Background: an optimization exercise with open tools, aiming at small area, a short achievable clock period and few clock cycles per item. Do not read the settings as production practice. Only simulation tests tie the RTL to the original design; equivalence was not proved.

==> flow/design.v (outline; a module is shown in full before it is edited, if it fits) <==
// module fadd_s1: 66 lines
// module fadd_s2: 29 lines
// module fmul: 28 lines
// module mul27x25: 1080 lines
// module tab_div: 3 lines
// module tab_sqrt_lo: 3 lines
// module tab_sqrt_hi: 3 lines
// module fsgnj: 17 lines
// module fcvtws: 11 lines
// module norm32: 16 lines
// module feq: 20 lines
// module fle: 24 lines
// module inc_pfx: 37 lines
// module fpu_top: 229 lines
module fpu_top
  (input wire         clk,
   input wire         rstn,
   input wire         start,
   input wire [3:0]   op,
   input wire [31:0]  a,
   input wire [31:0]  b,
   output wire        ready,
   output wire        done,
   output wire [31:0] result);
  // ...
==> flow/flow/run.sh <==
#!/bin/bash
export SETUP_SLACK_MARGIN=9
export BUFFER_PORTS_ARGS="-buffer_cell sky130_fd_sc_hd__buf_4"
bash standard.sh > standard.log 2>&1
==> flow/standard.sh <==
#!/bin/bash
# synth_recipe.tcl (not shown) runs the flow's synth.tcl, then flattens the netlist and writes it again
# the make line also repeats each setting of config.mk as NAME=value (left out here)
make -C /OpenROAD-flow-scripts/flow DESIGN_CONFIG=/design/flow/config.mk WORK_HOME=/design/flow/orfs CLKGATE_MAP_FILE= SYNTH_SCRIPT=/design/flow/synth_recipe.tcl "${@:-finish}"
==> flow/config.mk <==
export PLATFORM = sky130hd
export DESIGN_NAME = fpu_top
export DESIGN_NICKNAME = fpu_top
export VERILOG_FILES = /design/flow/design.v
export SDC_FILE = /design/flow/constraint.sdc
export NUM_CORES = 8
export LEC_CHECK = 0
export ABC_AREA = 1
export CAP_MARGIN = 20
export CORE_MARGIN = 2
export CORE_UTILIZATION = 45
export SLEW_MARGIN = 20
export TNS_END_PERCENT = 10
==> flow/constraint.sdc <==
create_clock -name core_clock -period 17.5 [get_ports {clk}]
set_input_delay 3.5000 -clock core_clock [delete_from_list [all_inputs] [get_ports {clk}]]
set_output_delay 3.5000 -clock core_clock [all_outputs]
set_load 0.01 [all_outputs]
==> run summary, run 1 <==
# TYPE chip_impl_metric gauge
chip_impl_info{name="failed_checks",value="capacitance limit, slew limit"} 1
chip_impl_metric{name="clk-insertion-delay-late",unit="ns"} 0.66
chip_impl_info{name="hold_start",value="cnt[3]"} 1
chip_impl_metric{name="path_clk_slew",unit="ns"} 0.06
chip_impl_metric{name="final.min_clock_period",unit="ns"} 8.871
chip_impl_metric{name="synth_xor_xnor_area_share",unit="%"} 8.704
chip_impl_metric{name="cts_hold_buf",unit=""} 0
chip_impl_metric{name="yosysTopAreaCellShare",unit="%"} 11.63
chip_impl_metric{name="met1_usage",unit="%"} 59.63
chip_impl_info{name="clock_tree_from_tritoncts",value="yes"} 1
chip_impl_info{name="synth_top_family_by_area",value="compound AO/OA/AOI/OAI gates"} 1
chip_impl_metric{name="postLayoutSetupSlackWorst",unit="ns"} 8.629
chip_impl_metric{name="cts-resized-gates",unit=""} 178
chip_impl_info{name="outcome",value="finished with violations"} 1
chip_impl_metric{name="maxSlewViolCount",unit=""} 1
chip_impl_metric{name="max_cap_viol_count",unit=""} 1
chip_impl_metric{name="final_cell_count_no_fill",unit=""} 11910
chip_impl_metric{name="place_ws",unit="ns"} 5.982
chip_impl_metric{name="cell_area_after_layout",unit="mm2"} 0.07174
chip_impl_metric{name="areaGrowthSynthToFinish",unit="%"} 15.63
chip_impl_metric{name="setup_total_negative_slack",unit="ns"} 0
chip_impl_info{name="cp-endpoint",value="EYR[4]"} 1
chip_impl_metric{name="yosys.area_share.adder",unit="%"} 16.66
chip_impl_metric{name="async_reset_ff_share",unit="%"} 0
chip_impl_metric{name="clockBufferCount",unit=""} 33
chip_impl_metric{name="multi_input_logic_portion_of_the_cell_area",unit="%"} 70.57
chip_impl_metric{name="remaining_drc_errors",unit=""} 0
Testbench counts, summed over its fixed seeds: cycles 58,171, ops 24,000.
==> module fadd_s1, before the edit <==
module fadd_s1
   (  input wire [31:0]  x1,
      input wire [31:0]  x2,
      output wire [25:0] m,
      output wire [7:0]  eyr,
      output wire        rnd,
      output wire        sy,
      output wire        near,
      output wire        neg);
   wire s1 = x1[31];
   wire [7:0] e1 = x1[30:23];
   wire [22:0] m1 = x1[22:0];
   wire s2 = x2[31];
   wire [7:0] e2 = x2[30:23];
   wire [22:0] m2 = x2[22:0];
   wire e1z = ~|e1;
   wire e2z = ~|e2;
   wire [23:0] m1a = {~e1z, m1};
   wire [23:0] m2a = {~e2z, m2};
   wire [7:0] e1a = {e1[7:1], e1[0] | e1z};
   wire [7:0] e2a = {e2[7:1], e2[0] | e2z};
   wire eff_add = (s1 == s2);
   wire [8:0] d12 = {1'b0, e1a} - {1'b0, e2a};
   wire [8:0] d21 = {1'b0, e2a} - {1'b0, e1a};
   wire e1gt = d21[8];
   wire e2gt = d12[8];
   wire [7:0] tde = e1gt ? d12[7:0] : d21[7:0];
   wire [4:0] de = (|tde[7:5]) ? 5'd31 : tde[4:0];
   wire sel = {e2a, m2a} >= {e1a, m1a};
   wire ss = sel ? s2 : s1;
   wire zero = eff_add ? ~|m1a & ~|m2a : (e1a == e2a) & (m1a == m2a);
   assign sy = zero ? s1 & s2 : ss;
   wire fsel = e2gt | (~e1gt & (m2a[23] | ~m1a[23]));
   wire [23:0] ms = fsel ? m2a : m1a;
   wire [7:0] es = fsel ? e2a : e1a;
   wire [26:0] mie1 = {1'b0, m1a, 2'b0};
   wire [26:0] mie2 = {1'b0, m2a, 2'b0};
   wire [26:0] lowmask = ~(27'h7ffffff << de);
   wire [26:0] mia = fsel ? (mie1 >> de) : (mie2 >> de);
   wire tstck = fsel ? |(mie1 & lowmask) : |(mie2 & lowmask);
   wire [26:0] mye = eff_add ? {1'b0, ms, 2'b0} + mia : {1'b0, ms, 2'b0} - mia;
   wire es254 = (es == 8'd254);
   wire esgt1 = |es[7:1];
   reg [25:0] fmyf;
   reg fstck;
   always @(*) begin
      if (mye[26]) begin
         fmyf = es254 ? {1'b1, 25'b0} : mye[26:1];
         fstck = es254 ? 1'b0 : tstck | mye[0];
      end else if (!mye[25] && esgt1) begin
         fmyf = {mye[24:0], 1'b0};
         fstck = tstck;
      end else begin
         fmyf = mye[25:0];
         fstck = tstck;
      end
   end
   wire [7:0] es_p1 = es254 ? 8'd255 : es + 8'd1;
   wire [7:0] es_m1 = es - 8'd1;
   wire [7:0] feyr = mye[26] ? es_p1 : mye[25] ? es : (esgt1 & mye[24]) ? es_m1 : 8'd0;
   assign near = ~eff_add & ~|de[4:1];
   assign neg = mye[26];
   assign m = near ? mye[25:0] : fmyf;
   assign eyr = near ? es : feyr;
   assign rnd = fmyf[1] & (fmyf[0] | (~fstck & fmyf[2]) | (fstck & eff_add));
endmodule
==> module fpu_top, before the edit <==
module fpu_top
  (input wire         clk,
   input wire         rstn,
   input wire         start,
   input wire [3:0]   op,
   input wire [31:0]  a,
   input wire [31:0]  b,
   output wire        ready,
   output wire        done,
   output wire [31:0] result);
   reg                busy;
   reg                done_r;
   reg [3:0]          opr;
   reg [3:0]          cnt;
   reg [31:0]         ra;
   reg [31:0]         rb;
   reg [26:0]         X;         
   reg [24:0]         K;         
   reg [31:0]         PR;        
   reg [25:0]         M;         
   reg [7:0]          EYR;
   reg                RND, SY, NEG;
   reg [10:0]         rs;        
   assign ready = ~busy;
   assign done = done_r;
   wire               accept = rstn & start & ~busy;
   wire               op_div = (op == 4'd3);
   wire               op_one = (op == 4'd5) | (op == 4'd6) | (op == 4'd7) | (op == 4'd9) |
                               (op == 4'd10) | (op == 4'd11) | (op == 4'd13) | (op == 4'd14) | (op == 4'd15);
   wire               o_add = (opr == 4'd0) | (opr == 4'd1);
   wire               o_mul = (opr == 4'd2);
   wire               o_div = (opr == 4'd3);
   wire               o_sqrt = (opr == 4'd4);
   wire [25:0]        tdiv_y;
   tab_div _tdiv(.i(b[22:15]), .y(tdiv_y));
   wire [24:0]        ma_in = (|a[30:23] && ~a[23]) ? {2'b01,a[22:0]} : {1'b1,a[22:0],1'b0};
   wire [26:0]        tsqrt_lo, tsqrt_hi;
   tab_sqrt_lo _tsqlo(.i(a[22:17]), .y(tsqrt_lo));
   tab_sqrt_hi _tsqhi(.i(a[22:16]), .y(tsqrt_hi));
   wire [26:0]        tsqrt_y = (|a[30:23] && ~a[23]) ? tsqrt_lo : tsqrt_hi;
   wire [50:20]       P = PR[31:1];
   wire               s20 = PR[0];
   wire               rP = P[22] & (P[21] | P[20] | s20 | P[23]);
   wire [25:0]        xo_div = P[48:23] + {25'b0, rP};
   wire               c0 = P[23] & rP;
   wire               cx = c0 | P[24];
   wire               m2z = ~|rb[22:0];
   wire               x0 = m2z | (cx & &P[47:25]);
   wire [29:0]        n_sq = {1'b0, X, 1'b0} + {2'b0, X};
   wire [30:0]        p_sq = {n_sq, 1'b0} - {1'b0, P[49:20]};
   wire [26:0]        xo_sq;
   inc_pfx #(27) _incs(.x(p_sq[28:2]), .cin(p_sq[1] & (p_sq[0] | p_sq[2])), .y(xo_sq));
   wire [22:0]        sq_base = X[26] ? X[25:3] : X[24:2];
   wire               sq_c = X[26] ? X[2] : X[1];
   wire               sq_z = sq_c & &sq_base;
   wire               mye24 = X[26] ? (&X[26:3] & X[2]) : (&X[25:2] & X[1]);
   wire [7:0]         ea_r = {{1'b0, ra[30]} + 2'd1, ra[29:24]};
   wire [7:0]         ey_sq = (X[26] ? 8'd254 - ea_r : 8'd253 - ea_r) + {7'b0, mye24};
   reg [6:0]          sa, sb;
   reg [2:0]          sc;
   wire [26:0]        mA = ({27{sa[0]}} & {4'b0001, ra[22:0]}) |
                           ({27{sa[1]}} & {1'b0, X[25:0]}) |
                           ({27{sa[2]}} & {1'b0, xo_div}) |
                           ({27{sa[3]}} & {2'b0, X[25:1]}) |
                           ({27{sa[4]}} & X) |
                           ({27{sa[5]}} & {2'b0, X[26:2]}) |
                           ({27{sa[6]}} & {2'b0, K});
   wire [24:0]        mB = ({25{sb[0]}} & {2'b01, rb[22:0]}) |
                           ({25{sb[1]}} & {2'b01, x0 ? 23'b0 : P[47:25]}) |
                           ({25{sb[2]}} & ~P[49:25]) |
                           ({25{sb[3]}} & rb[24:0]) |
                           ({25{sb[4]}} & X[26:2]) |
                           ({25{sb[5]}} & P[49:25]) |
                           ({25{sb[6]}} & {2'b01, sq_z ? 23'b0 : sq_base});
   wire               mC = (sc[0] & ~x0 & cx) | (sc[1] & ~P[24]) | (sc[2] & ~sq_z & sq_c);
   reg [6:0]          sa_n, sb_n;
   reg [2:0]          sc_n;
   always @(*) begin
      sa_n = 7'b0000001; sb_n = 7'b0000001; sc_n = 3'b000;         
      if (accept) begin
         if (op == 4'd3) begin sa_n = 7'b0000010; sb_n = 7'b0000001; end         
         else if (op == 4'd4) begin sa_n = 7'b0010000; sb_n = 7'b0001000; end    
      end else if (o_div) begin
         case (cnt)
           4'd1, 4'd3: begin sa_n = 7'b0001000; sb_n = 7'b0000100; sc_n = 3'b010; end   
           4'd2: begin sa_n = 7'b0000100; sb_n = 7'b0000001; end                      
           default: begin sa_n = 7'b0000001; sb_n = 7'b0000010; sc_n = 3'b001; end    
         endcase
      end else if (o_sqrt) begin
         case (cnt)
           4'd1, 4'd5: begin sa_n = 7'b0100000; sb_n = 7'b0010000; end    
           4'd2, 4'd6: begin sa_n = 7'b1000000; sb_n = 7'b0100000; end    
           4'd4: begin sa_n = 7'b0010000; sb_n = 7'b0001000; end          
           default: begin sa_n = 7'b0000001; sb_n = 7'b1000000; sc_n = 3'b100; end   
         endcase
      end
   end
   always @(posedge clk) begin
      sa <= sa_n;
      sb <= sb_n;
      sc <= sc_n;
   end
   wire [51:0]        Pm;
   mul27x25 _mul(.a(mA), .b(mB), .cin(mC), .p(Pm));
   reg [7:0]          fe1, fe2;
   reg                fsy;
   always @(*) begin
      if (o_div) begin
         fe1 = m2z ? 8'd127 : 8'd126; fe2 = 8'd127; fsy = rb[31] ^ ra[31];
      end else if (o_sqrt) begin
         fe1 = ra[30:23]; fe2 = ey_sq; fsy = 1'b0;
      end else begin
         fe1 = ra[30:23]; fe2 = rb[30:23]; fsy = ra[31] ^ rb[31];
      end
   end
   wire [9:0]         q0_n = {2'b0, ra[30:23]} - {2'b0, rb[30:23]} + {9'd63, m2z};
   wire [21:0]        k_last = {~&fe1 & ~&fe2, fsy, q0_n, {2'b0, fe1} + {2'b0, fe2}};
   wire [31:0]        fmul_y;
   wire               fmul_c;
   fmul _fmul(.es(K[9:0]), .fin(K[21]), .sy(K[20]), .pr(PR), .c(fmul_c), .y(fmul_y));
   wire [9:0]         q0 = K[19:10];
   wire [9:0]         q1 = q0 + 10'd1;
   wire [9:0]         ey_div = fmul_c ? q1 : q0;
   wire [31:0]        fdiv_y = ey_div[9] ? {K[20], 31'b0} :
                               ey_div[8] ? {K[20], 8'd255, 23'b0} :
                               {K[20], ey_div[7:0], fmul_y[22:0]};
   wire               nzm_r = |ra[22:0];
   wire [31:0]        fsqrt_y = (&ra[30:23] && nzm_r) ? {ra[31], 8'd255, 1'b1, ra[21:0]} :
                                (~ra[31] && &ra[30:23] && ~nzm_r) ? {1'b0, 8'd255, 23'b0} :
                                (~|ra) ? 32'b0 :
                                (ra[31] && ~|ra[30:0]) ? {1'b1, 31'b0} :
                                ra[31] ? {1'b1, 8'd255, 1'b1, 22'b0} :
                                (ra == 32'b111111100111011101011) ? 32'b11111011111110011101101100000 : fmul_y;
   wire [25:0]        s1_m;
   wire [7:0]         s1_eyr;
   wire               s1_rnd, s1_sy, s1_near, s1_neg;
   fadd_s1 _fadd1(.x1(ra), .x2(rb), .m(s1_m), .eyr(s1_eyr), .rnd(s1_rnd), .sy(s1_sy),
                  .near(s1_near), .neg(s1_neg));
   wire               o_cvtsw = (opr == 4'd12);
   wire [31:0]        nrm_v = o_cvtsw ? ra : {{6{NEG}}, M};
   wire [31:0]        nrm_a;
   inc_pfx #(32) _inca(.x(nrm_v ^ {32{nrm_v[31]}}), .cin(nrm_v[31]), .y(nrm_a));
   wire [31:0]        nrm_y;
   wire [5:0]         nrm_sh;
   norm32 _norm(.x(o_cvtsw ? nrm_a : {nrm_a[25:0], 6'b0}), .lim(~o_cvtsw), .limit(EYR), .y(nrm_y), .sh(nrm_sh));
   wire               nrm_rnd = nrm_y[7] & (nrm_y[6] | nrm_y[8] | |nrm_y[5:0]);
   wire [31:0]        fadd_y;
   fadd_s2 _fadd2(.x1(ra), .x2(rb), .m(M), .eyr(EYR), .rnd(RND), .sy(SY), .y(fadd_y));
   wire [31:0]        fcvtws_y;
   fcvtws _fcvtws(.x(ra), .y(fcvtws_y));
   wire [31:0]        fsgnj_y;
   wire               feq_y, fle_y;
   wire               e4, e5;
   wire               sg = rs[5] ? rb[31] : rs[4] ? ~rb[31] : ra[31] ^ rb[31];
   fsgnj _fsgnj(.x1(ra), .x2(rb), .sg(sg), .y(fsgnj_y));
   feq _feq(.x1(ra), .x2(rb), .y(feq_y), .exception(e4));
   fle _fle(.x1(ra), .x2(rb), .y(fle_y), .exception(e5));
   always @(posedge clk)
     if (accept)
       rs <= {1'b0, op == 4'd0 || op == 4'd1 || op == 4'd12, op == 4'd2, op == 4'd3, op == 4'd4, op == 4'd5, op == 4'd6,
              op == 4'd7, op == 4'd10, op == 4'd11,
              op == 4'd8 || op == 4'd9 || op == 4'd13 || op == 4'd14 || op == 4'd15};
   assign result = ({32{rs[9]}} & fadd_y) | ({32{rs[8]}} & fmul_y) | ({32{rs[7]}} & fdiv_y) |
                   ({32{rs[6]}} & fsqrt_y) | ({32{rs[5] | rs[4] | rs[3]}} & fsgnj_y) |
                   {31'b0, rs[2] & feq_y} | {31'b0, rs[1] & fle_y} |
                   ({32{rs[0]}} & ra);
   wire               last = o_div ? (cnt == 4'd5) : o_sqrt ? (cnt == 4'd9) :
                             o_add ? (cnt == 4'd2) | ~s1_near : 1'b1;
   always @(posedge clk) begin
      if (!rstn) begin
         busy <= 1'b0;
         done_r <= 1'b0;
      end else if (accept) begin
         busy <= ~op_one;
         done_r <= op_one;
      end else if (busy) begin
         if (last) begin
            busy <= 1'b0;
            done_r <= 1'b1;
         end
      end else begin
         done_r <= 1'b0;
      end
   end
   always @(posedge clk) begin
      if (accept) begin
         ra <= a;
         rb <= (op == 4'd4) ? {7'b0, ma_in} : (op == 4'd12) ? {a[31], 31'b0} :
               {b[31] ^ (op == 4'd1), b[30:0]};
         opr <= op;
         cnt <= 4'd1;
         X <= op_div ? {1'b0, tdiv_y} : tsqrt_y;
      end else if (busy) begin
         cnt <= cnt + 4'd1;
         if (o_mul | o_div | (o_sqrt & (cnt != 4'd4) & (cnt != 4'd8)))
           PR <= {Pm[50:20], |Pm[19:0]};
         if (o_add & (cnt == 4'd1)) begin
            M <= s1_m;
            EYR <= s1_eyr;
            RND <= s1_rnd;
            SY <= s1_sy;
            NEG <= s1_neg;
         end
         if (o_add & (cnt == 4'd2)) begin
            M <= nrm_y[31:6];
            EYR <= nrm_y[31] ? EYR - {2'b0, nrm_sh} : 8'd0;
            RND <= nrm_rnd;
         end
         if (o_cvtsw) begin
            M <= nrm_y[31:6];
            EYR <= 8'd158 - {2'b0, nrm_sh};
            RND <= nrm_rnd;
            SY <= ra[31];
            ra <= {ra[31], 31'b0};
         end
         if (opr == 4'd8) ra <= fcvtws_y;
         if (o_div & (cnt == 4'd3)) X <= {1'b0, xo_div};
         if (o_mul | (o_div & (cnt == 4'd5))) K <= {3'b0, k_last};
         if (o_sqrt) begin
            case (cnt)
              4'd2, 4'd6: K <= P[50:26];
              4'd4, 4'd8: X <= xo_sq;
              4'd9: K <= {3'b0, k_last};
              default: ;
            endcase
         end
      end
   end
endmodule
==> inputs of run 2 (changes only) <==
--- a/flow/design.v
+++ b/flow/design.v
@@ -43,18 +43,13 @@
    wire es254 = (es == 8'd254);
    wire esgt1 = |es[7:1];
    reg [25:0] fmyf;
-   reg fstck;
    always @(*) begin
-      if (mye[26]) begin
+      if (mye[26])
          fmyf = es254 ? {1'b1, 25'b0} : mye[26:1];
-         fstck = es254 ? 1'b0 : tstck | mye[0];
-      end else if (!mye[25] && esgt1) begin
+      else if (!mye[25] && esgt1)
          fmyf = {mye[24:0], 1'b0};
-         fstck = tstck;
-      end else begin
+      else
          fmyf = mye[25:0];
-         fstck = tstck;
-      end
    end
    wire [7:0] es_p1 = es254 ? 8'd255 : es + 8'd1;
    wire [7:0] es_m1 = es - 8'd1;
@@ -63,7 +58,11 @@
    assign neg = mye[26];
    assign m = near ? mye[25:0] : fmyf;
    assign eyr = near ? es : feyr;
-   assign rnd = fmyf[1] & (fmyf[0] | (~fstck & fmyf[2]) | (fstck & eff_add));
+   wire stck_r = tstck | mye[0];
+   wire rnd_r = ~es254 & mye[2] & (mye[1] | (~stck_r & mye[3]) | (stck_r & eff_add));
+   wire rnd_l = mye[0] & ((~tstck & mye[1]) | (tstck & eff_add));
+   wire rnd_0 = mye[1] & (mye[0] | (~tstck & mye[2]) | (tstck & eff_add));
+   assign rnd = mye[26] ? rnd_r : (!mye[25] && esgt1) ? rnd_l : rnd_0;
 endmodule
 module fadd_s2
    (  input wire [31:0]  x1,
@@ -1399,13 +1398,13 @@
    wire               c0 = P[23] & rP;
    wire               cx = c0 | P[24];
    wire               m2z = ~|rb[22:0];
-   wire               x0 = m2z | (cx & &P[47:25]);
+   wire               x0 = m2z;
    wire [29:0]        n_sq = {1'b0, X, 1'b0} + {2'b0, X};
    wire [30:0]        p_sq = {n_sq, 1'b0} - {1'b0, P[49:20]};
    wire [26:0]        xo_sq;
    inc_pfx #(27) _incs(.x(p_sq[28:2]), .cin(p_sq[1] & (p_sq[0] | p_sq[2])), .y(xo_sq));
-   wire [22:0]        sq_base = X[26] ? X[25:3] : X[24:2];
-   wire               sq_c = X[26] ? X[2] : X[1];
+   wire [22:0]        sq_base = xo_sq[26] ? xo_sq[25:3] : xo_sq[24:2];
+   wire               sq_c = xo_sq[26] ? xo_sq[2] : xo_sq[1];
    wire               sq_z = sq_c & &sq_base;
    wire               mye24 = X[26] ? (&X[26:3] & X[2]) : (&X[25:2] & X[1]);
    wire [7:0]         ea_r = {{1'b0, ra[30]} + 2'd1, ra[29:24]};
@@ -1425,8 +1424,8 @@
                            ({25{sb[3]}} & rb[24:0]) |
                            ({25{sb[4]}} & X[26:2]) |
                            ({25{sb[5]}} & P[49:25]) |
-                           ({25{sb[6]}} & {2'b01, sq_z ? 23'b0 : sq_base});
-   wire               mC = (sc[0] & ~x0 & cx) | (sc[1] & ~P[24]) | (sc[2] & ~sq_z & sq_c);
+                           ({25{sb[6]}} & {2'b01, K[22:0]});
+   wire               mC = (sc[0] & ~x0 & cx) | (sc[1] & ~P[24]) | (sc[2] & K[23]);
    reg [6:0]          sa_n, sb_n;
    reg [2:0]          sc_n;
    always @(*) begin
@@ -1573,7 +1572,11 @@
          if (o_sqrt) begin
             case (cnt)
               4'd2, 4'd6: K <= P[50:26];
-              4'd4, 4'd8: X <= xo_sq;
+              4'd4: X <= xo_sq;
+              4'd8: begin
+                 X <= xo_sq;
+                 K <= {1'b0, ~sq_z & sq_c, sq_z ? 23'b0 : sq_base};
+              end
               4'd9: K <= {3'b0, k_last};
               default: ;
             endcase
==> flow/flow/run.sh (replaced) <==
#!/bin/bash
export SETUP_SLACK_MARGIN=9
bash standard.sh > standard.log 2>&1
--- a/flow/config.mk
+++ b/flow/config.mk
@@ -5,7 +5,6 @@
 export SDC_FILE = /design/flow/constraint.sdc
 export NUM_CORES = 8
 export LEC_CHECK = 0
-export ABC_AREA = 1
 export CAP_MARGIN = 20
 export CORE_MARGIN = 2
 export CORE_UTILIZATION = 45
==> run summary, run 2 <==
# TYPE chip_impl_metric gauge
chip_impl_info{name="outcome",value="no timing/DRC/antenna violations"} 1
chip_impl_metric{name="port_buffers",unit=""} 104
chip_impl_metric{name="first_global_vias",unit=""} 84720
chip_impl_metric{name="yosys.area_share.adder",unit="%"} 14.46
chip_impl_metric{name="pin_count_of_the_biggest_net_entering_global_routing",unit=""} 193
chip_impl_metric{name="place_area",unit="mm2"} 0.07361
chip_impl_metric{name="worst_hold_check_slack",unit="ns"} 0.5897
chip_impl_metric{name="drt_pre_antenna_iters",unit=""} 17
chip_impl_metric{name="detail_route.wirelength",unit="um"} 424900
chip_impl_metric{name="timing.final.hold_violations",unit=""} 0
chip_impl_metric{name="crit_required",unit="ns"} 14.00
chip_impl_metric{name="core_area",unit="mm2"} 0.1580
chip_impl_metric{name="max_cap_viol_count",unit=""} 0
chip_impl_info{name="synth_top_family_by_area",value="compound AO/OA/AOI/OAI gates"} 1
chip_impl_metric{name="grt_antenna_before_repair",unit=""} 28
chip_impl_metric{name="first_iter_violations",unit=""} 17840
chip_impl_info{name="yosysMostFrequentCell",value="sky130_fd_sc_hd__o21ai_0"} 1
chip_impl_metric{name="areaGrowthSynthToFinish",unit="%"} 12.74
chip_impl_metric{name="htree_num_levels",unit=""} 1
chip_impl_metric{name="timing.reg2reg.setup_slack",unit="ns"} 8.85
chip_impl_metric{name="finalClockSkew",unit="ns"} 0.02327
chip_impl_metric{name="final_cell_count_no_fill",unit=""} 12370
chip_impl_metric{name="synth_simple_gate_area_share",unit="%"} 20.74
chip_impl_metric{name="yosysTopAreaCellShare",unit="%"} 8.361
chip_impl_metric{name="clk-insertion-delay-late",unit="ns"} 0.68
chip_impl_metric{name="global_route.usage.total",unit="%"} 49.28
chip_impl_metric{name="layout_worst_path_cycle_share",unit="%"} 51.34
chip_impl_metric{name="finalCoreUtilization",unit="%"} 50.99
chip_impl_metric{name="synth.net_count",unit=""} 11330
chip_impl_metric{name="synth-warning-count",unit=""} 3
chip_impl_info{name="start_kind",value="register"} 1
chip_impl_metric{name="starting_density",unit="%"} 45.23
chip_impl_info{name="layout_commonest_cell",value="sky130_fd_sc_hd__o21ai_0"} 1
chip_impl_metric{name="path_clk_slew",unit="ns"} 0.06
chip_impl_metric{name="setup_total_negative_slack",unit="ns"} 0
chip_impl_info{name="ys_top_cells_by_count",value="sky130_fd_sc_hd__o21ai_0, sky130_fd_sc_hd__a21oi_1, sky130_fd_sc_hd__nand2_1"} 1
chip_impl_metric{name="final.min_clock_period",unit="ns"} 8.984
chip_impl_info{name="yosysTopAreaCell",value="sky130_fd_sc_hd__edfxtp_1"} 1
chip_impl_metric{name="worst_slew_pin_slew",unit="ns"} 1.278
chip_impl_metric{name="fillers",unit=""} 15950
chip_impl_info{name="grt_setup_unrepaired",value="true"} 1
chip_impl_metric{name="remaining_drc_errors",unit=""} 0
chip_impl_info{name="clock_tree_from_tritoncts",value="yes"} 1
chip_impl_metric{name="async_reset_ff_share",unit="%"} 0
chip_impl_metric{name="ios",unit=""} 105
chip_impl_metric{name="die_x",unit="um"} 402.5
chip_impl_metric{name="floorplan.die.height",unit="um"} 402.5
chip_impl_metric{name="dp.final_hpwl",unit="um"} 296100
chip_impl_metric{name="cts-buffers-inserted",unit=""} 31
chip_impl_metric{name="residual_antenna_violating_net_count_after_detailed_routing",unit=""} 0
chip_impl_metric{name="grt_overflow",unit=""} 0
chip_impl_metric{name="maxSlewViolCount",unit=""} 0
chip_impl_metric{name="vias",unit=""} 93880
chip_impl_info{name="critical_path_class",value="register to output port"} 1
chip_impl_metric{name="vias_per_cell",unit=""} 7.592
chip_impl_info{name="min-delay-path-class",value="register to register"} 1
chip_impl_metric{name="synth-edff-count",unit=""} 199
chip_impl_metric{name="synth_xor_xnor_area_share",unit="%"} 4.947
chip_impl_metric{name="synth.lib_cells_used.distinct",unit=""} 123
chip_impl_metric{name="grt_pass1_wl",unit="um"} 599400
chip_impl_metric{name="post_synth_instance_area",unit="mm2"} 0.07147
chip_impl_metric{name="synth.avg_cell_area",unit="um2"} 6.737
chip_impl_metric{name="fmaxAchievable",unit="GHz"} 0.1113
chip_impl_metric{name="synth-seq-area-share",unit="%"} 8.838
chip_impl_metric{name="synth.area.mux_share",unit="%"} 3.811
chip_impl_metric{name="synth-seq-cells",unit=""} 216
chip_impl_metric{name="post_route_cells_drive_above_1_share",unit="%"} 12.37
chip_impl_metric{name="finalWeightedCongestion",unit=""} 1.081
chip_impl_info{name="top_regs",value="PR x32, ra x32, rb x32"} 1
chip_impl_metric{name="sequential_cell_area",unit="mm2"} 0.006319
chip_impl_metric{name="clk_path_buf_depth",unit=""} 3
chip_impl_info{name="ys_dominant_reg_cell",value="sky130_fd_sc_hd__edfxtp_1"} 1
chip_impl_metric{name="synthCells",unit=""} 10610
chip_impl_metric{name="floorplan.rows",unit=""} 146
chip_impl_metric{name="fraction_of_the_mapped_netlist_area_in_compound_gates",unit="%"} 38.33
chip_impl_metric{name="cts_hold_buf",unit=""} 0
chip_impl_info{name="cts_root_buffer",value="sky130_fd_sc_hd__clkbuf_16"} 1
chip_impl_metric{name="relSlewSlack",unit="%"} 13.91
chip_impl_metric{name="largest_fanout_of_any_net_on_the_critical_path",unit=""} 9
chip_impl_metric{name="dpl.cell_count",unit=""} 12000
chip_impl_info{name="ranking_of_synthesized_cells_by_area",value="sky130_fd_sc_hd__edfxtp_1, sky130_fd_sc_hd__fa_1, sky130_fd_sc_hd__o21ai_0, sky130_fd_sc_hd__a21oi_1, sky130_fd_sc_hd__ha_1"} 1
chip_impl_metric{name="tritoncts_sink_count",unit=""} 216
chip_impl_metric{name="cell_area_after_layout",unit="mm2"} 0.08058
chip_impl_metric{name="fp.dieArea",unit="mm2"} 0.1620
chip_impl_info{name="critical_path.endpoint_type",value="output port"} 1
chip_impl_metric{name="final_routed_wire_length_divided_by_cell_count",unit="um"} 34.36
chip_impl_metric{name="multi_input_comb_area",unit="mm2"} 0.06154
chip_impl_metric{name="nNetsFinal",unit=""} 10980
chip_impl_metric{name="report.final.setup_viol",unit=""} 0
chip_impl_metric{name="worst-endpoint-arrival",unit="ns"} 5.48
chip_impl_info{name="layout_common_cells",value="sky130_fd_sc_hd__o21ai_0, sky130_fd_sc_hd__a21oi_1, sky130_fd_sc_hd__nand2_1"} 1
run 2: changes by cell type in the layout (fill, tap and decap cells not counted), sizes merged, moves of 137 or more:
cell,before,now
nand2,1945,1019
a22oi,30,171
o21ai,1024,1163
a21oi,627,1120
o221ai,91,228
xnor2,78,305
inv,1227,530
xor2,536,96
nand3,498,320
mux2i,20,158
run 2: per-layer routing:
metal | global-route usage [%] | part of all wire [%] | up-vias
li1 | - | - | 38860
met1 | 61.03 | 36 | 44320
met2 | 70.81 | 40 | 8409
met3 | 18.43 | 15 | 2277
met4 | 33.23 | 9.1 | 16
met5 | 0.08921 | 0.024 | -
run 2: kinds of logic (layout without fill, tap and decap cells):
family	count (synthesis)	count (layout)
xor gates and xnor gates	402	402
AOI/OAI and AO/OA	4303	4306
other	0	10
and+or+nand+nor	3146	3153
buffers and inverters	1664	1329
muxes	226	226
DFF	216	216
adders and majority gates	651	651
run 2: worst max-delay path, stage by stage (launching register included):
cell and delay, ns:
sky130_fd_sc_hd__edfxtp_1 0.61, sky130_fd_sc_hd__clkinv_4 0.14, sky130_fd_sc_hd__nor3_4 0.26, sky130_fd_sc_hd__nand2_1 0.16, sky130_fd_sc_hd__nor2_4 0.18, sky130_fd_sc_hd__nand3_2 0.16
sky130_fd_sc_hd__o21ai_1 0.22, sky130_fd_sc_hd__buf_6 0.20, sky130_fd_sc_hd__buf_4 0.16, sky130_fd_sc_hd__and3_1 0.23, sky130_fd_sc_hd__nand4_1 0.16, sky130_fd_sc_hd__xor2_2 0.42
sky130_fd_sc_hd__nand2_1 0.15, sky130_fd_sc_hd__a221oi_2 0.65, sky130_fd_sc_hd__o2111ai_1 0.48, sky130_fd_sc_hd__clkdlybuf4s50_1 0.62
run 2: path summary, 6_finish.rpt:
path | start | endpoint | cells after the start
worst min register to register | K[24] | K[24] | 1
worst max-delay path | PR[21] | result[29] | 15
worst max register to register | sa[5] | PR[31] | 29
worst min-delay path | K[24] | K[24] | 1
run 2: timing repair:
| action | in CTS | in global routing |
|---|---|---|
| setup buffers | 165 | 96 |
| resized for setup | 415 | 268 |
| endpoints found under the setup margin | 99 | 113 |
| pin swaps | 78 | 117 |
| cloned | 24 | 9 |
run 2: stage by stage:
step / setup WS (ns)
global placement: 6.400
detailed placement: 6.294
global route: 8.622
finish: 8.516
CTS: 8.733
floorplan: 9.009
run 2: layout make-up:
class	instances	share of cell area, %
antenna	10	0.03106
inverter	563	2.769
tap	2072	3.217
multi-input combinational	8738	76.37
timing repair buffer	706	8.410
clock inverter	21	0.3308
timing repair inverter	2	0.01242
clock buffer	37	1.016
sequential	216	7.842
Testbench counts of run 2, summed over its fixed seeds: cycles 58,171, ops 24,000.
==> inputs of run 3 (changes only) <==
==> flow/flow/run.sh (replaced) <==
#!/bin/bash
export SETUP_SLACK_MARGIN=9
export BUFFER_PORTS_ARGS="-buffer_cell sky130_fd_sc_hd__buf_4"
bash standard.sh > standard.log 2>&1
==> run summary, run 3 <==
# TYPE chip_impl_metric gauge
chip_impl_metric{name="cts-buffers-inserted",unit=""} 28
chip_impl_metric{name="post_route_cells_drive_above_1_share",unit="%"} 13.51
chip_impl_metric{name="drt_pre_antenna_iters",unit=""} 30
chip_impl_metric{name="synth-seq-area-share",unit="%"} 8.838
chip_impl_metric{name="core_area",unit="mm2"} 0.1580
chip_impl_metric{name="worst-endpoint-arrival",unit="ns"} 5.43
chip_impl_metric{name="die_x",unit="um"} 402.5
chip_impl_metric{name="synth-seq-cells",unit=""} 216
chip_impl_info{name="ys_dominant_reg_cell",value="sky130_fd_sc_hd__edfxtp_1"} 1
chip_impl_info{name="critical_path.endpoint_type",value="output port"} 1
chip_impl_metric{name="vias_per_cell",unit=""} 7.645
chip_impl_metric{name="synth.net_count",unit=""} 11330
chip_impl_metric{name="relSlewSlack",unit="%"} 10.14
chip_impl_metric{name="clk_path_buf_depth",unit=""} 3
chip_impl_metric{name="cell_area_after_layout",unit="mm2"} 0.08085
chip_impl_metric{name="finalWeightedCongestion",unit=""} 1.084
chip_impl_metric{name="maxSlewViolCount",unit=""} 0
chip_impl_metric{name="global_route.usage.total",unit="%"} 50.07
chip_impl_metric{name="path_clk_slew",unit="ns"} 0.08
chip_impl_metric{name="detail_route.wirelength",unit="um"} 435400
chip_impl_metric{name="layout_worst_path_cycle_share",unit="%"} 51.01
chip_impl_metric{name="starting_density",unit="%"} 45.23
chip_impl_metric{name="synth.avg_cell_area",unit="um2"} 6.737
chip_impl_metric{name="clk-insertion-delay-late",unit="ns"} 0.65
chip_impl_metric{name="grt_overflow",unit=""} 0
chip_impl_metric{name="worst_slew_pin_slew",unit="ns"} 1.348
chip_impl_info{name="yosysTopAreaCell",value="sky130_fd_sc_hd__edfxtp_1"} 1
chip_impl_metric{name="finalClockSkew",unit="ns"} 0.04753
chip_impl_metric{name="ios",unit=""} 105
chip_impl_metric{name="floorplan.die.height",unit="um"} 402.5
chip_impl_metric{name="timing.final.hold_violations",unit=""} 0
chip_impl_metric{name="timing.reg2reg.setup_slack",unit="ns"} 8.63
chip_impl_metric{name="grt_pass1_wl",unit="um"} 607600
chip_impl_metric{name="first_iter_violations",unit=""} 18880
chip_impl_info{name="ys_top_cells_by_count",value="sky130_fd_sc_hd__o21ai_0, sky130_fd_sc_hd__a21oi_1, sky130_fd_sc_hd__nand2_1"} 1
chip_impl_metric{name="max_cap_viol_count",unit=""} 0
chip_impl_metric{name="post_synth_instance_area",unit="mm2"} 0.07147
chip_impl_metric{name="place_area",unit="mm2"} 0.07327
chip_impl_metric{name="nNetsFinal",unit=""} 11020
chip_impl_metric{name="synthCells",unit=""} 10610
chip_impl_metric{name="port_buffers",unit=""} 104
chip_impl_info{name="start_kind",value="register"} 1
chip_impl_metric{name="setup_total_negative_slack",unit="ns"} 0
chip_impl_info{name="yosysMostFrequentCell",value="sky130_fd_sc_hd__o21ai_0"} 1
chip_impl_metric{name="dp.final_hpwl",unit="um"} 299500
chip_impl_metric{name="fillers",unit=""} 15890
chip_impl_metric{name="fp.dieArea",unit="mm2"} 0.1620
chip_impl_info{name="cts_root_buffer",value="sky130_fd_sc_hd__clkbuf_16"} 1
chip_impl_info{name="layout_common_cells",value="sky130_fd_sc_hd__o21ai_0, sky130_fd_sc_hd__a21oi_1, sky130_fd_sc_hd__nand2_1"} 1
chip_impl_metric{name="fmaxAchievable",unit="GHz"} 0.1120
chip_impl_metric{name="final_routed_wire_length_divided_by_cell_count",unit="um"} 35.11
chip_impl_info{name="layout_commonest_cell",value="sky130_fd_sc_hd__o21ai_0"} 1
chip_impl_metric{name="vias",unit=""} 94810
chip_impl_info{name="grt_setup_unrepaired",value="true"} 1
chip_impl_info{name="ranking_of_synthesized_cells_by_area",value="sky130_fd_sc_hd__edfxtp_1, sky130_fd_sc_hd__fa_1, sky130_fd_sc_hd__o21ai_0, sky130_fd_sc_hd__a21oi_1, sky130_fd_sc_hd__ha_1"} 1
chip_impl_metric{name="async_reset_ff_share",unit="%"} 0
chip_impl_info{name="outcome",value="no timing/DRC/antenna violations"} 1
chip_impl_metric{name="htree_num_levels",unit=""} 1
chip_impl_metric{name="largest_fanout_of_any_net_on_the_critical_path",unit=""} 16
chip_impl_metric{name="sequential_cell_area",unit="mm2"} 0.006319
chip_impl_metric{name="multi_input_comb_area",unit="mm2"} 0.06161
chip_impl_metric{name="grt_antenna_before_repair",unit=""} 19
chip_impl_metric{name="crit_required",unit="ns"} 14.00
chip_impl_metric{name="first_global_vias",unit=""} 85390
chip_impl_metric{name="finalCoreUtilization",unit="%"} 51.16
chip_impl_info{name="top_regs",value="PR x32, ra x32, rb x32"} 1
chip_impl_metric{name="pin_count_of_the_biggest_net_entering_global_routing",unit=""} 168
chip_impl_info{name="min-delay-path-class",value="register to register"} 1
chip_impl_metric{name="yosysTopAreaCellShare",unit="%"} 8.361
chip_impl_metric{name="cts_hold_buf",unit=""} 0
chip_impl_metric{name="areaGrowthSynthToFinish",unit="%"} 13.12
chip_impl_info{name="clock_tree_from_tritoncts",value="yes"} 1
chip_impl_metric{name="final.min_clock_period",unit="ns"} 8.926
chip_impl_metric{name="synth-edff-count",unit=""} 199
chip_impl_metric{name="floorplan.rows",unit=""} 146
chip_impl_metric{name="synth.lib_cells_used.distinct",unit=""} 123
chip_impl_metric{name="remaining_drc_errors",unit=""} 0
chip_impl_metric{name="residual_antenna_violating_net_count_after_detailed_routing",unit=""} 0
chip_impl_info{name="critical_path_class",value="register to output port"} 1
chip_impl_metric{name="report.final.setup_viol",unit=""} 0
chip_impl_metric{name="synth-warning-count",unit=""} 3
chip_impl_metric{name="tritoncts_sink_count",unit=""} 216
[run 3: routing by layer]
metal | GRT usage [%] | wire length [um] | vias up
met2 | 71.84 | 173300 | 8757
met5 | 0.9515 | 372 | -
met4 | 33.56 | 40870 | 22
met3 | 19.16 | 67480 | 2511
li1 | - | - | 38930
met1 | 61.82 | 153400 | 44590
[run 3: final timing paths]
check	from	endpoint	depth (start not counted)
worst max-delay path	PR[25]	result[28]	12
worst min-delay path	K[24]	K[24]	1
worst max register to register	rb[4]	PR[30]	38
worst min register to register	K[24]	K[24]	1
[run 3: cell type report]
cell class,count,share of cell area (%)
antenna,15,0.04643
clock buffer,32,0.9115
clock inverter,20,0.2383
inverter,563,2.776
multi-input combinational,8737,76.20
sequential,216,7.815
tap,2072,3.207
timing repair buffer,744,8.786
timing repair inverter,3,0.01857
[run 3: worst max-delay path, stage by stage, from the launching register on]
cell and delay [ns]:
sky130_fd_sc_hd__edfxtp_1 0.72, sky130_fd_sc_hd__inv_1 0.40, sky130_fd_sc_hd__nor2_4 0.26, sky130_fd_sc_hd__nand3_2 0.21
sky130_fd_sc_hd__o21ai_1 0.21, sky130_fd_sc_hd__buf_4 0.28, sky130_fd_sc_hd__and3_1 0.27, sky130_fd_sc_hd__nand4_1 0.14
sky130_fd_sc_hd__xor2_1 0.50, sky130_fd_sc_hd__nand2_1 0.17, sky130_fd_sc_hd__a221oi_1 0.83, sky130_fd_sc_hd__o2111ai_1 0.50
sky130_fd_sc_hd__buf_4 0.29
[run 3: kinds of logic (layout without fill, tap and decap cells)]
logic type                 count (synthesis)  in the layout  share of synthesized area (%)
AOI/OAI and AO/OA                       4303           4307                          38.33
DFF                                      216            216                          8.838
xor gates and xnor gates                 402            402                          4.947
buffers and inverters                   1664           1362                          8.876
muxes                                    226            226                          3.811
other                                      0             15                              0
and+or+nand+nor                         3146           3151                          20.74
adders and majority gates                651            651                          14.46
[run 3: what timing repair did]
action | CTS | global route
gates resized for setup | 427 | 284
gates cloned | 26 | 18
setup endpoints to repair | 99 | 108
buffers inserted | 160 | 139
pin swaps | 66 | 126
[run 3: metrics by stage]
step / std cells / setup slack (ns) / hold WS, ns
after floorplan: 10610 / 9.009 / 0.5122
after global placement: 11990 / 6.384 / 0.5495
after detailed placement: 11990 / 6.113 / 0.5747
after CTS: 12230 / 8.880 / 0.5965
after global routing: 12390 / 8.453 / 0.6282
final: 12400 / 8.574 / 0.6039
==> inputs of run 4 (changes only) <==
==> flow/flow/run.sh (replaced) <==
#!/bin/bash
export SETUP_SLACK_MARGIN=10.5
export BUFFER_PORTS_ARGS="-buffer_cell sky130_fd_sc_hd__buf_4"
bash standard.sh > standard.log 2>&1
--- a/flow/config.mk
+++ b/flow/config.mk
@@ -5,6 +5,7 @@
 export SDC_FILE = /design/flow/constraint.sdc
 export NUM_CORES = 8
 export LEC_CHECK = 0
+export ABC_AREA = 1
 export CAP_MARGIN = 20
 export CORE_MARGIN = 2
 export CORE_UTILIZATION = 45
==> run summary, run 4 <==
# TYPE chip_impl_metric gauge
chip_impl_info{name="outcome",value="no timing/DRC/antenna violations"} 1
chip_impl_metric{name="postLayoutSetupSlackWorst",unit="ns"} 9.220
chip_impl_metric{name="path_clk_slew",unit="ns"} 0.06
chip_impl_metric{name="core_area",unit="mm2"} 0.1395
chip_impl_info{name="layout_commonest_cell",value="sky130_fd_sc_hd__nand2_1"} 1
chip_impl_info{name="grt_setup_unrepaired",value="true"} 1
chip_impl_info{name="hold_start",value="cnt[3]"} 1
chip_impl_metric{name="finalWeightedCongestion",unit=""} 1.163
chip_impl_metric{name="residual_antenna_violating_net_count_after_detailed_routing",unit=""} 0
chip_impl_metric{name="finalClockSkew",unit="ns"} 0.03723
chip_impl_metric{name="yosysTopAreaCellShare",unit="%"} 11.49
chip_impl_metric{name="layout_worst_path_cycle_share",unit="%"} 47.31
chip_impl_metric{name="cts-buffers-inserted",unit=""} 31
chip_impl_metric{name="crit_required",unit="ns"} 14.00
chip_impl_info{name="yosysTopAreaCell",value="sky130_fd_sc_hd__nand2_1"} 1
chip_impl_info{name="ranking_of_synthesized_cells_by_area",value="sky130_fd_sc_hd__nand2_1, sky130_fd_sc_hd__edfxtp_1, sky130_fd_sc_hd__fa_1, sky130_fd_sc_hd__o21ai_0, sky130_fd_sc_hd__inv_1"} 1
chip_impl_info{name="cell_chain_critical_path",value="buf_4 > buf_4 > inv_2 > nor2_1 > nand4_1 > buf_4 > inv_1 > nand2_1 > buf_12 > nor2_1 > nand2_2 > inv_1 > nor2_4 > inv_1 > nand2_1 > a21oi_1 > a211oi_2 > o221ai_1 > buf_4"} 1
chip_impl_metric{name="vias",unit=""} 84370
chip_impl_metric{name="tritoncts_sink_count",unit=""} 216
chip_impl_metric{name="worst_path_largest_cell_delay",unit="ns"} 0.47
chip_impl_metric{name="timing.reg2reg.worst_path_depth",unit=""} 51
chip_impl_info{name="layout_common_cells",value="sky130_fd_sc_hd__nand2_1, sky130_fd_sc_hd__inv_1, sky130_fd_sc_hd__o21ai_0"} 1
chip_impl_metric{name="timing.reg2reg.setup_slack",unit="ns"} 9.28
chip_impl_info{name="crit_slowest_cell",value="sky130_fd_sc_hd__edfxtp_1"} 1
chip_impl_metric{name="worst-endpoint-arrival",unit="ns"} 4.78
chip_impl_info{name="hold-path-endpoint",value="cnt[3]"} 1
chip_impl_metric{name="synthCells",unit=""} 10160
chip_impl_info{name="worstReg2RegStart",value="rb[27]"} 1
chip_impl_metric{name="grt_antenna_before_repair",unit=""} 32
chip_impl_metric{name="maxSlewViolCount",unit=""} 0
chip_impl_metric{name="areaGrowthSynthToFinish",unit="%"} 15.78
chip_impl_metric{name="vias_per_cell",unit=""} 6.898
chip_impl_info{name="ys_dominant_reg_cell",value="sky130_fd_sc_hd__edfxtp_1"} 1
chip_impl_metric{name="synth-seq-cells",unit=""} 216
chip_impl_metric{name="dp.final_hpwl",unit="um"} 284500
chip_impl_metric{name="floorplan.die.height",unit="um"} 379.0
chip_impl_info{name="critical_path.reg2reg.endpoint",value="M[16]"} 1
chip_impl_metric{name="post_route_cells_drive_above_1_share",unit="%"} 13.37
chip_impl_metric{name="pin_count_of_the_biggest_net_entering_global_routing",unit=""} 95
chip_impl_metric{name="setup_total_negative_slack",unit="ns"} 0
chip_impl_info{name="top_regs",value="PR x32, ra x32, rb x32"} 1
chip_impl_info{name="worst_path_most_repeated_cell",value="sky130_fd_sc_hd__buf_4"} 1
chip_impl_metric{name="htree_num_levels",unit=""} 1
chip_impl_metric{name="first_global_vias",unit=""} 76960
chip_impl_info{name="yosysMostFrequentCell",value="sky130_fd_sc_hd__nand2_1"} 1
chip_impl_metric{name="final.min_clock_period",unit="ns"} 8.280
chip_impl_metric{name="clk-insertion-delay-late",unit="ns"} 0.68
chip_impl_metric{name="grt_overflow",unit=""} 0
chip_impl_metric{name="fmaxAchievable",unit="GHz"} 0.1208
chip_impl_info{name="clock_tree_from_tritoncts",value="yes"} 1
chip_impl_metric{name="report.final.setup_viol",unit=""} 0
chip_impl_metric{name="async_reset_ff_share",unit="%"} 0
chip_impl_metric{name="grt_pass1_wl",unit="um"} 543700
chip_impl_metric{name="global_route.usage.total",unit="%"} 51.60
chip_impl_metric{name="starting_density",unit="%"} 45.35
chip_impl_metric{name="remaining_drc_errors",unit=""} 0
chip_impl_info{name="start_kind",value="register"} 1
chip_impl_metric{name="synth-warning-count",unit=""} 3
chip_impl_metric{name="synth.avg_cell_area",unit="um2"} 6.227
chip_impl_metric{name="nNetsFinal",unit=""} 11040
chip_impl_info{name="startpoint_of_the_worst_setup_timing_path",value="ra[29]"} 1
chip_impl_metric{name="floorplan.rows",unit=""} 137
chip_impl_metric{name="synth.lib_cells_used.distinct",unit=""} 86
chip_impl_metric{name="clk_path_buf_depth",unit=""} 3
chip_impl_metric{name="relSlewSlack",unit="%"} 15.86
chip_impl_metric{name="die_x",unit="um"} 379.0
chip_impl_info{name="min-delay-path-class",value="register to register"} 1
chip_impl_metric{name="ios",unit=""} 105
chip_impl_metric{name="place_ws",unit="ns"} 7.449
chip_impl_metric{name="synth-seq-area-share",unit="%"} 9.982
chip_impl_metric{name="synth-edff-count",unit=""} 199
chip_impl_metric{name="largest_fanout_of_any_net_on_the_critical_path",unit=""} 50
chip_impl_metric{name="fp.dieArea",unit="mm2"} 0.1436
chip_impl_info{name="critical_path_class",value="register to output port"} 1
chip_impl_metric{name="drt_pre_antenna_iters",unit=""} 13
chip_impl_metric{name="final_routed_wire_length_divided_by_cell_count",unit="um"} 31.89
chip_impl_metric{name="port_buffers",unit=""} 104
chip_impl_metric{name="timing.final.hold_violations",unit=""} 0
chip_impl_metric{name="max_cap_viol_count",unit=""} 0
chip_impl_metric{name="post_synth_instance_area",unit="mm2"} 0.06327
chip_impl_info{name="cts_root_buffer",value="sky130_fd_sc_hd__clkbuf_16"} 1
chip_impl_info{name="critical_path.endpoint_type",value="output port"} 1
chip_impl_metric{name="first_iter_violations",unit=""} 14650
chip_impl_info{name="ys_top_cells_by_count",value="sky130_fd_sc_hd__nand2_1, sky130_fd_sc_hd__inv_1, sky130_fd_sc_hd__o21ai_0"} 1
chip_impl_metric{name="detail_route.wirelength",unit="um"} 390000
chip_impl_metric{name="synth.net_count",unit=""} 10880
chip_impl_metric{name="holdPathStages",unit=""} 2
chip_impl_metric{name="worst_slew_pin_slew",unit="ns"} 1.249
chip_impl_metric{name="fillers",unit=""} 14030
-- run 4: worst max-delay path by stage --
stage,slack [ns],endpoint,cells after the start
after floorplan,10.22,PR[29],41
after global placement,7.58,PR[29],39
after detailed placement,7.45,PR[29],39
after CTS,9.52,EYR[6],52
after global routing,8.88,M[16],53
final,9.22,result[13],19
-- run 4: logic make-up after synthesis --
family,after synthesis,share of synthesized area (%)
and+or+nand+nor,3757,25.22
AOI/OAI and AO/OA,2929,27.68
buffers and inverters,1988,12.12
adders and majority gates,651,16.34
xor gates and xnor gates,600,8.341
DFF,216,9.982
muxes,20,0.3164
-- run 4: what timing repair did --
| action | in CTS | in global routing |
|---|---|---|
| setup buffers | 217 | 95 |
| pin swaps | 116 | 117 |
| setup endpoints to repair | 127 | 134 |
| resized for setup | 480 | 243 |
| gates cloned | 19 | 18 |
| hold buffers | 0 | 0 |
-- run 4: cell type report --
class	instances	area [um2]	share of cell area (%)
Clock buffer	45	922.1	1.259
Clock inverter	13	122.6	0.1674
Timing Repair Buffer	669	5964	8.142
Antenna cell	15	37.54	0.05124
Tap cell	1876	2347	3.204
Multi-Input combinational cell	7971	51890	70.84
Timing Repair inverter	9	68.82	0.09394
Sequential cell	216	6320	8.627
Inverter	1418	5578	7.614
-- run 4: routing by layer --
layer	vias to the layer above	routed length, um	global-route usage [%]
met5	-	399	1.475
met4	30	44330	44.36
met3	2401	56690	17.47
met2	7789	154600	73.80
met1	39100	134000	61.49
li1	35050	-	-
-- run 4: worst max-delay path: cells and delay by family, from the launching register on --
| kind | cells | cell delay, ns |
|---|---|---|
| simple gates | 7 | 1.13 |
| compound gates | 3 | 0.79 |
| flops | 1 | 0.47 |
| buf+inv | 9 | 1.71 |
-- run 4: stage by stage --
step | hold slack, ns | instance area, um2 | utilization (%) | cells
finish | 0.5434 | 73260 | 52.50 | 12230
global route | 0.5924 | 73220 | 52.48 | 12220
CTS | 0.5439 | 71310 | 51.11 | 12100
detailed placement | 0.5372 | 66310 | 47.53 | 11810
global placement | 0.5169 | 66290 | 47.51 | 11810
floorplan | 0.5039 | 63600 | - | 10160
==> inputs of run 5 (changes only) <==
--- a/flow/config.mk
+++ b/flow/config.mk
@@ -6,8 +6,8 @@
 export NUM_CORES = 8
 export LEC_CHECK = 0
 export ABC_AREA = 1
-export CAP_MARGIN = 20
+export CAP_MARGIN = 40
 export CORE_MARGIN = 2
 export CORE_UTILIZATION = 45
-export SLEW_MARGIN = 20
+export SLEW_MARGIN = 40
 export TNS_END_PERCENT = 10
==> run summary, run 5 <==
# TYPE chip_impl_metric gauge
chip_impl_info{name="outcome",value="no timing/DRC/antenna violations"} 1
chip_impl_metric{name="fillers",unit=""} 13970
chip_impl_metric{name="wl_met1",unit="um"} 134900
chip_impl_metric{name="global_route.usage.total",unit="%"} 52.19
chip_impl_metric{name="dpl.cell_count",unit=""} 11810
chip_impl_metric{name="report.final.setup_viol",unit=""} 0
chip_impl_metric{name="critical_path.n_buffers_inverters",unit=""} 8
chip_impl_metric{name="path_clk_slew",unit="ns"} 0.07
chip_impl_info{name="clock_tree_from_tritoncts",value="yes"} 1
chip_impl_metric{name="clk_path_buf_depth",unit=""} 3
chip_impl_metric{name="wl_met3",unit="um"} 58300
chip_impl_metric{name="synthCells",unit=""} 10160
chip_impl_metric{name="first_iter_violations",unit=""} 15170
chip_impl_info{name="start_kind",value="register"} 1
chip_impl_info{name="yosysMostFrequentCell",value="sky130_fd_sc_hd__nand2_1"} 1
chip_impl_metric{name="vias",unit=""} 84570
chip_impl_metric{name="final.min_clock_period",unit="ns"} 8.406
chip_impl_metric{name="areaGrowthSynthToFinish",unit="%"} 16.32
chip_impl_metric{name="timing.final.hold_violations",unit=""} 0
chip_impl_metric{name="die_x",unit="um"} 379.0
chip_impl_metric{name="htree_num_levels",unit=""} 1
chip_impl_info{name="yosysTopAreaCell",value="sky130_fd_sc_hd__nand2_1"} 1
chip_impl_metric{name="core_area",unit="mm2"} 0.1395
chip_impl_metric{name="nNetsFinal",unit=""} 11030
chip_impl_metric{name="drt_pre_antenna_iters",unit=""} 12
chip_impl_metric{name="synth.avg_cell_area",unit="um2"} 6.227
chip_impl_info{name="crit_slowest_cell",value="sky130_fd_sc_hd__edfxtp_1"} 1
chip_impl_metric{name="detail_route.wirelength",unit="um"} 394400
chip_impl_metric{name="remaining_drc_errors",unit=""} 0
chip_impl_metric{name="finalClockSkew",unit="ns"} 0.05042
chip_impl_metric{name="post_synth_instance_area",unit="mm2"} 0.06327
chip_impl_metric{name="grt_pass1_wl",unit="um"} 549200
chip_impl_info{name="layout_common_cells",value="sky130_fd_sc_hd__nand2_1, sky130_fd_sc_hd__inv_1, sky130_fd_sc_hd__o21ai_0"} 1
chip_impl_metric{name="first_global_vias",unit=""} 77370
chip_impl_info{name="cts_root_buffer",value="sky130_fd_sc_hd__clkbuf_16"} 1
chip_impl_metric{name="async_reset_ff_share",unit="%"} 0
chip_impl_metric{name="synth-edff-count",unit=""} 199
chip_impl_metric{name="pin_count_of_the_biggest_net_entering_global_routing",unit=""} 95
chip_impl_metric{name="synth_xor_xnor_area_share",unit="%"} 8.341
chip_impl_metric{name="cts_hold_buf",unit=""} 0
chip_impl_info{name="synth_top_family_by_area",value="compound AO/OA/AOI/OAI gates"} 1
chip_impl_info{name="layout_commonest_cell",value="sky130_fd_sc_hd__nand2_1"} 1
chip_impl_metric{name="cts-buffers-inserted",unit=""} 30
chip_impl_metric{name="fraction_of_the_mapped_netlist_area_in_compound_gates",unit="%"} 27.68
chip_impl_metric{name="synth.lib_cells_used.distinct",unit=""} 86
chip_impl_metric{name="relSlewSlack",unit="%"} 31.85
chip_impl_metric{name="port_buffers",unit=""} 104
chip_impl_info{name="ys_dominant_reg_cell",value="sky130_fd_sc_hd__edfxtp_1"} 1
chip_impl_metric{name="final_cell_count_no_fill",unit=""} 12220
chip_impl_metric{name="worst_slew_pin_slew",unit="ns"} 1.019
chip_impl_metric{name="ios",unit=""} 105
chip_impl_metric{name="finalWeightedCongestion",unit=""} 1.163
chip_impl_metric{name="crit_required",unit="ns"} 18.02
chip_impl_metric{name="fmaxAchievable",unit="GHz"} 0.1190
chip_impl_info{name="top_regs",value="PR x32, ra x32, rb x32"} 1
chip_impl_metric{name="synth-warning-count",unit=""} 3
chip_impl_metric{name="worst-endpoint-arrival",unit="ns"} 8.93
chip_impl_metric{name="largest_fanout_of_any_net_on_the_critical_path",unit=""} 6
chip_impl_info{name="ranking_of_synthesized_cells_by_area",value="sky130_fd_sc_hd__nand2_1, sky130_fd_sc_hd__edfxtp_1, sky130_fd_sc_hd__fa_1, sky130_fd_sc_hd__o21ai_0, sky130_fd_sc_hd__inv_1"} 1
chip_impl_metric{name="synth_simple_gate_area_share",unit="%"} 25.22
chip_impl_metric{name="route.met2.wl",unit="um"} 157000
chip_impl_info{name="critical_path.endpoint_type",value="register"} 1
chip_impl_info{name="critical_path_class",value="register to register"} 1
chip_impl_metric{name="grt_overflow",unit=""} 0
chip_impl_metric{name="layout_worst_path_cycle_share",unit="%"} 48.04
chip_impl_metric{name="synth-seq-area-share",unit="%"} 9.982
chip_impl_metric{name="yosysTopAreaCellShare",unit="%"} 11.49
chip_impl_info{name="critical-path-top-delay-family",value="compound AO/OA/AOI/OAI gates"} 1
-- run 5: cell counts after synthesis --
Identical to the previous run, type by type.
-- run 5: repair_timing --
action | in CTS | in global routing
gates cloned | 30 | 13
buffers inserted | 220 | 75
endpoints found under the hold margin | 0 | 0
setup endpoints to repair | 127 | 130
pin swaps | 142 | 135
resized for setup | 522 | 227
-- run 5: metrics by stage --
stage	hold WS (ns)	cell area (um2)	setup slack, ns	util [%]
2_1_floorplan	0.5039	63600	10.22	-
3_5_place_dp	0.5299	66420	7.463	47.60
5_1_grt	0.5875	73570	8.746	52.73
3_3_place_gp	0.5169	66290	7.576	47.51
4_1_cts	0.5395	71880	9.526	51.51
6_report	0.5419	73600	9.094	52.75
-- run 5: logic make-up (layout without fill, tap and decap cells) --
logic type                 after synthesis  after routing
other                                    0             13
AOI/OAI and AO/OA                     2929           2930
muxes                                   20             20
xor gates and xnor gates               600            600
and+or+nand+nor                       3757           3768
DFF                                    216            216
buffers and inverters                 1988           2145
adders and majority gates              651            651
-- run 5: metal layers --
metal  global-route usage [%]  vias to the layer above
met5                   0.2401                        -
met4                    44.01                       18
met3                    18.63                     2423
met2                    74.79                     7992
met1                    61.91                    39140
li1                         -                    35000
-- run 5: tightest hold or removal path, cell delays in order, from the launching register on --
cell                      delay [ns]
sky130_fd_sc_hd__dfxtp_1        0.32
sky130_fd_sc_hd__a21oi_1        0.12
sky130_fd_sc_hd__nor3_1         0.06
-- run 5: cell type report --
| cell class | instances | area, um2 | area share (%) |
|---|---|---|---|
| multi-input cells | 7969 | 52210 | 70.94 |
| well taps | 1876 | 2347 | 3.189 |
| clock buffers | 33 | 762.0 | 1.035 |
| diodes | 13 | 32.53 | 0.04420 |
| repair inverters | 9 | 68.82 | 0.09350 |
| inverters | 1418 | 5537 | 7.522 |
| flip-flops and latches | 216 | 6322 | 8.590 |
| clock inverters | 22 | 289.0 | 0.3927 |
| repair buffers | 663 | 6033 | 8.197 |
-- run 5: worst paths after layout --
kind | to | cells after the start | slack (ns) | from
worst max-delay path | M[16] | 50 | 9.09 | rb[27]
worst min-delay path | cnt[3] | 2 | 0.54 | cnt[3]
worst max register to register | M[16] | 50 | 9.09 | rb[27]
worst min register to register | cnt[3] | 2 | 0.54 | cnt[3]

[static timing again, ports no longer ideal]
The flow's constraints put no driver on any port. The routed layouts listed below were extracted and timed again, unchanged, in two steps.
Step 1 assumes that a clkbuf_16 drives the clock port and a buf_2 every other input.
Step 2 moves the port delays by t, midway between the first and last clock arrival at a register: inputs arrive t later, outputs are due t later. That takes back most of the time a late clock gives input paths.
Slacks: no drivers / after step 1 / after step 2; pairs: no drivers / after step 1.
run	shift t [ns]	slack for setup (ns)	slew at the worst register clock pin (ns)	worst data-port slew with drivers (ns)	cell pins on the clock port's net
run 1	0.720	8.629 / 8.629 / 8.629	0.08 / 0.08	0.07	1
run 2	0.772	8.516 / 8.408 / 7.985	0.08 / 0.08	0.05	1
run 3	0.731	8.574 / 8.471 / 8.626	0.08 / 0.08	0.05	1
run 4	0.760	9.220 / 9.127 / 8.733	0.08 / 0.08	0.07	1
run 5	0.743	9.094 / 9.078 / 8.891	0.08 / 0.08	0.08	1
For run 2, which loses most, drivers alone change the setup slack by -0.108 ns; drivers and shift together by -0.531 ns.
